From an optimization exercise on the open Yosys and OpenROAD flow, aimed at small area; shortcuts taken in it are not production practice. In this exercise RTL edits were held to simulation tests only and were not proved equivalent to the original.

## Controller_FIR
module Controller_FIR (
    input  [7:0]  VPPG,
    input         Find_Setting,
    input         CLK,
    input         rst_n,
    output [6:0]  DC_Comp,
    output [3:0]  pga_Gain,
    output        LED_IR,
    output        LED_RED,
    output [19:0] Out_RED_Filtered,
    output [19:0] Out_IR_Filtered,
    output [3:0]  LED_Drive
);
For scale: about 1,200 cells after synthesis, ~68 I/O pins, ~11,000 sq um of cells after synthesis.
clock: 10.0 ns
lec_check: 0
abc_area: 1
cap_margin: 20
core_margin: 2
core_utilization: 50
slew_margin: 20
standard.sh (not shown) runs the stock make flow with config.mk's settings and CLKGATE_MAP_FILE= SYNTH_SCRIPT=/design/flow/synth_recipe.tcl, a recipe that flattens the netlist after the stock synthesis.
==> flow/flow/run.sh <==
#!/bin/bash
# Standard layout with two changes: the smallest plain buffer (buf_1) for the
# port buffers, and clock tree synthesis without dummy loads.
set -euo pipefail
export BUFFER_PORTS_ARGS="-buffer_cell sky130_fd_sc_hd__buf_1"
export CTS_ARGS="-sink_clustering_enable -repair_clock_nets -sink_clustering_size 24 -sink_clustering_max_diameter 50 -buf_list sky130_fd_sc_hd__clkbuf_8 -dont_use_dummy_load"
bash standard.sh finish > flow_make.log 2>&1
Edit:
Settings changed: ABC_AREA 1 to not set, GPL_TIMING_DRIVEN set to 0.
Effect: Wire length rose by about a fifth; cell count drops by a few percent; via count goes up by a few percent; synthesized cell count went down by a few percent; cell area rose by a few percent; utilization went up by 1.7 points; sequential share of layout area falls by 1.4 points; die area rose slightly.
Edit:
==> flow/flow/run.sh (replaced) <==
#!/bin/bash
# Standard layout, with the smallest plain buffer (buf_1) for the port buffers.
set -euo pipefail
export BUFFER_PORTS_ARGS="-buffer_cell sky130_fd_sc_hd__buf_1"
bash standard.sh finish > flow_make.log 2>&1
Settings changed: CTS_BUF_LIST set to sky130_fd_sc_hd__clkbuf_8, CTS_CLUSTER_DIAMETER set to 60, CTS_CLUSTER_SIZE set to 30, GPL_TIMING_DRIVEN 0 to not set.
=> The changed run produced a clean layout. Clock skew shrinks by 0.028 ns. Critical path depth goes down by 2. Non-clock buffer count falls by 41. Routed wire length came out lower by a little under a tenth. Die area stays the same. Design area stays flat. Area after synthesis stays the same. Final cell count drops slightly.
Edit:
==> flow/flow/run.sh (replaced) <==
#!/bin/bash
# Standard layout with two changes: the smallest plain buffer (buf_1) for the
# port buffers, and clock tree synthesis without dummy loads.
set -euo pipefail
export BUFFER_PORTS_ARGS="-buffer_cell sky130_fd_sc_hd__buf_1"
export CTS_ARGS="-sink_clustering_enable -repair_clock_nets -sink_clustering_size 24 -sink_clustering_max_diameter 50 -buf_list sky130_fd_sc_hd__clkbuf_8 -dont_use_dummy_load"
bash standard.sh finish > flow_make.log 2>&1
Settings changed: CTS_BUF_LIST sky130_fd_sc_hd__clkbuf_8 to not set, CTS_CLUSTER_DIAMETER 60 to not set, CTS_CLUSTER_SIZE 30 to not set.
=> The changed run went through all stages and came out clean. Cell area drops by about 1.7%. Die area stays the same. Via count drops by 0.55%. Routed wire length is about the same. Worst hold slack got worse by 0.026 ns. Synthesized cell count stays the same.

* * *

Controller_FIR, a different RTL version from the one above (not shown whole).
Size in the first run: ~1,100 cells after synthesis, ~180 flip-flops, about 0.011 sq mm of cells after synthesis.
clock: 10.0 ns
lec_check: 0
abc_area: 1
cap_margin: 20
core_margin: 2
core_utilization: 50
slew_margin: 20
==> flow/flow/run.sh <==
#!/bin/bash
# Standard layout with two changes: the smallest plain buffer (buf_1) for the
# port buffers, and clock tree synthesis without dummy loads.
set -euo pipefail
export BUFFER_PORTS_ARGS="-buffer_cell sky130_fd_sc_hd__buf_1"
export CTS_ARGS="-sink_clustering_enable -repair_clock_nets -sink_clustering_size 36 -sink_clustering_max_diameter 80 -buf_list sky130_fd_sc_hd__clkbuf_8 -dont_use_dummy_load"
bash standard.sh finish > flow_make.log 2>&1
The starting point completed without violations.
Change:
==> flow/flow/run.sh (replaced) <==
#!/bin/bash
# Standard layout with two changes: the smallest plain buffer (buf_1) for the
# port buffers, and clock tree synthesis without dummy loads.
set -euo pipefail
export BUFFER_PORTS_ARGS="-buffer_cell sky130_fd_sc_hd__buf_1"
export CTS_ARGS="-sink_clustering_enable -repair_clock_nets -sink_clustering_size 24 -sink_clustering_max_diameter 50 -buf_list sky130_fd_sc_hd__clkbuf_8 -dont_use_dummy_load"
bash standard.sh finish > flow_make.log 2>&1
Settings changed: CAP_MARGIN 20 to 5, SLEW_MARGIN 20 to 5.
The changed run ran to the end with no violations.
Worst setup slack is about the same.
Die area does not change.
Utilization barely changes.
Routed wire length is about the same.
Maximum frequency is about the same.
Change:
Settings changed: CAP_MARGIN 5 to 20, SLEW_MARGIN 5 to 20.
- The new run passed the timing, DRC and antenna checks
- critical path depth stays the same
- worst setup slack stays flat
- synthesized cell count is unchanged
- cell area barely changes
- synthesized area is unchanged
- wire length stays flat
- die area stays the same

==> afterwards: timing with drivers on the ports <==
In the flow no input, the clock included, has a driving cell. The finished layouts below were timed again as built, in two steps.
Step 1 sets driving cells, clkbuf_16 on the clock port and buf_2 on the other inputs (assumed; they add their load-dependent delay and slew).
Step 2 adds t to the input delays and takes it off the output delays; t is the mean of the earliest and latest rising clock arrival at the registers after step 1. Input paths then give back, and output paths get back, about the clock's delay inside the block.
Three values: ideal, step 1, step 2; two values: the first two.
run | t, ns | slack for setup (ns) | worst register clock-pin slew, ns
the first run of note 1 | 0.504 | 0.525 / 0.525 / 0.525 | 0.11 / 0.11
the second run of note 1 | 0.514 | 0.392 / 0.392 / 0.392 | 0.12 / 0.12
the third run of note 1 | 0.512 | 0.415 / 0.415 / 0.415 | 0.12 / 0.12
the fourth run of note 1 | 0.487 | 0.362 / 0.362 / 0.362 | 0.11 / 0.11
the first run of note 2 | 0.502 | 0.470 / 0.470 / 0.470 | 0.11 / 0.11
the second run of note 2 | 0.497 | 0.472 / 0.472 / 0.472 | 0.11 / 0.11
the third run of note 2 | 0.502 | 0.470 / 0.470 / 0.470 | 0.11 / 0.11
After both steps every run listed still meets setup and hold.
